Source: an optimization exercise on an open RTL-to-GDS flow (aim: a short achievable clock period and few clock cycles). Production flows keep margins and buffers that such runs may drop.
Function was checked by simulation only, so behaviour that the tests miss may differ from the original.
Power figures rest on the tool's default switching activity, not on a simulated workload.

Design manta_style, start of the top module:
module manta_style (
    input clk,
    input rst,
    output [15:0] imem_addr,
    input  [15:0] imem_rdata,
    output [15:0] dmem_addr,
    output        dmem_we,
    output [15:0] dmem_wdata,
    input  [15:0] dmem_rdata
);
    reg [15:0] fa;               
    reg        lr_v;             
    reg [3:0]  lr_rd;            
    reg [15:0] lr_q;
    assign imem_addr = fa;
    wire [3:0]  f_op     = imem_rdata[15:12];
    wire        f_bne_t  = (f_op == 4'hd) && (imem_rdata[11:8] != imem_rdata[3:0]);
    wire        f_jalr_p = (f_op == 4'hf) && lr_v && (imem_rdata[11:8] == lr_rd);
    wire        f_jmp    = f_bne_t || (f_op == 4'he) || f_jalr_p;
    wire [15:0] f_off4   = {{12{imem_rdata[7]}}, imem_rdata[7:4]};
    wire [15:0] f_off    = f_op[1] ? {{8{imem_rdata[11]}}, imem_rdata[11:4]} : f_off4;
    wire [15:0] f_seq    = fa + 16'd1;
    wire [15:0] f_tgt_j, f_tgt_r;
  ...
Size: about 4,000 cells after synthesis, ~670 flip-flops.
clock: 8.5 ns
lec_check: 0
cap_margin: 40
core_margin: 2
core_utilization: 40
place_density: 0.6
setup_slack_margin: 5
slew_margin: 40
standard.sh (not shown) runs the stock make flow with config.mk's settings and CLKGATE_MAP_FILE= SYNTH_SCRIPT=/design/flow/synth_recipe.tcl, a recipe that flattens the netlist after the stock synthesis.
==> flow/flow/run.sh <==
#!/bin/bash
set -euo pipefail
bash standard.sh SETUP_SLACK_MARGIN=5.7 "BUFFER_PORTS_ARGS=-buffer_cell sky130_fd_sc_hd__buf_4" finish > standard.log 2>&1
The starting point finished clean.
Testbench counts at the start, summed over its fixed seeds: cycles 529,138.
Edit:
--- a/flow/design.v
+++ b/flow/design.v
@@ -713,40 +713,25 @@
     );
     wire [15:0] mul_out;
     wire [15:0] x_ma = e_mfam ? m_res : (e_mfaw ? w_res : e_a);
     wire [15:0] x_mb = e_mfbm ? m_res : (e_mfbw ? w_res : e_b);
     wire        mul_ovf;
     multiplier3 mul (.clk(clk), .A(x_ma), .B(x_mb), .product(mul_out), .ovf(mul_ovf));
-    wire a_m = e_fam, a_w = !e_fam && e_faw, a_e = !e_fam && !e_faw;
-    wire b_m = e_fbm, b_w = !e_fbm && e_fbw, b_e = !e_fbm && !e_fbw;
-    wire s_m = e_fsm, s_w = !e_fsm && e_fsw, s_e = !e_fsm && !e_fsw;
-    wire eq_mw = (m_res == w_res);
-    wire eq_am = (e_a == m_res), eq_aw = (e_a == w_res);
-    wire eq_sm = (e_s == m_res), eq_sw = (e_s == w_res), eq_as = (e_a == e_s);
-    wire eq_bm = (e_b == m_res), eq_bw = (e_b == w_res), eq_ab = (e_a == e_b);
-    wire eq_pm = (e_pbase == m_res), eq_pw = (e_pbase == w_res), eq_pa = (e_pbase == e_a);
-    wire x_eq_as = (a_m && s_m) || (a_w && s_w) ||
-                   (a_m && s_w && eq_mw) || (a_w && s_m && eq_mw) ||
-                   (a_m && s_e && eq_sm) || (a_w && s_e && eq_sw) ||
-                   (a_e && s_m && eq_am) || (a_e && s_w && eq_aw) || (a_e && s_e && eq_as);
-    wire x_eq_ab = (a_m && b_m) || (a_w && b_w) ||
-                   (a_m && b_w && eq_mw) || (a_w && b_m && eq_mw) ||
-                   (a_m && b_e && eq_bm) || (a_w && b_e && eq_bw) ||
-                   (a_e && b_m && eq_am) || (a_e && b_w && eq_aw) || (a_e && b_e && eq_ab);
-    wire x_eq_ap = (a_m && eq_pm) || (a_w && eq_pw) || (a_e && eq_pa);
-    wire x_bmiss = e_valid && e_bne && e_bt && x_eq_as;
-    wire x_jmiss = e_valid && e_jalr && !(e_jp && x_eq_ap);
+    wire x_bmiss = e_valid && e_bne && e_bt && (x_a == x_s);
+    wire x_jmiss = e_valid && e_jalr && !(e_jp && (x_a == e_pbase));
     wire x_redir = x_bmiss || x_jmiss || m_jmiss;
     wire d_fuse = d_valid && (d_op == 4'hd) && e_valid && e_zcmp && e_wr &&
                   (((d_ra == e_rd) && (d_rc == 4'd0)) || ((d_rc == e_rd) && (d_ra == 4'd0)));
-    wire d_early = d_fuse && x_eq_ab;
+    wire d_early = d_fuse && (x_a == x_b);
     assign dmem_addr  = e_addr;
     assign dmem_we    = e_we;
     assign dmem_wdata = e_fdm ? m_res : e_sd;
     always @(posedge clk) begin
-        if (m_jmiss) begin
+        if (rst) begin
+            fa <= 16'd0;
+        end else if (m_jmiss) begin
             fa <= m_jt;
         end else if (x_bmiss) begin
             fa <= e_pc1;
         end else if (d_early) begin
             fa <= d_pc1;
         end else if (!d_stall) begin
@@ -822,16 +807,16 @@
             e_wr    <= d_wr;
             e_we    <= (d_op == 4'hc);
         end
         m_rd    <= e_rd;
         m_mul   <= e_mul;
         m_res   <= e_load ? dmem_rdata : x_out;
-        m_jt    <= rst ? 16'd0 : x_sum;
+        m_jt    <= x_sum;
         if (rst) begin
             m_wr <= 1'b0;
-            m_jmiss <= 1'b1;             
+            m_jmiss <= 1'b0;
         end else begin
             m_jmiss <= x_jmiss;
             m_wr <= e_wr;
         end
         w_rd  <= m_rd;
         z_rd  <= w_rd;
Outcome: The changed run completed without violations; clock-buffer cell count goes down by 23; sequential share of layout area is higher by 0.50 points; global-route usage goes down by 0.41 points; hold slack got worse by 0.013 ns; synthesized area goes down by 4.4%; synthesized cell count drops by about 6%; non-clock buffer count climbs by 53; power fell by about 3.6%; wire length shrinks by 5.3%; worst setup slack is better by 0.21 ns; cell count drops by 4.4%; flip-flop and latch count does not change.
Testbench counts after the change, summed over its fixed seeds: cycles 528,626.

==> static timing again, ports no longer ideal <==
No port has a modelled driver above. Below, the same layouts with a new extraction and two added sets of constraints.
Step 1 (the two cells are an assumption about what drives the block):
set clk [get_ports {clk}]
set_driving_cell -lib_cell sky130_fd_sc_hd__clkbuf_16 $clk
set_driving_cell -lib_cell sky130_fd_sc_hd__buf_2 [delete_from_list [all_inputs] $clk]
Step 2 moves the port delays by t, midway between the first and last clock arrival at a register: inputs arrive t later, outputs are due t later. That takes back most of the time a late clock gives input paths.
a / b / c = no drivers / after step 1 / after step 2; a / b = the first two.
| run | t, ns | setup WS [ns] | cell pins on the clock port's net |
|---|---|---|---|
| the first run | 0.720 | 4.883 / 4.800 / 4.080 | 1 |
| the second run | 0.730 | 5.098 / 5.025 / 4.397 | 1 |
After both steps setup and hold are still met in every run listed. The setup slack of the first run, which loses most, moves by -0.083 ns with the drivers and by -0.803 ns with both steps.
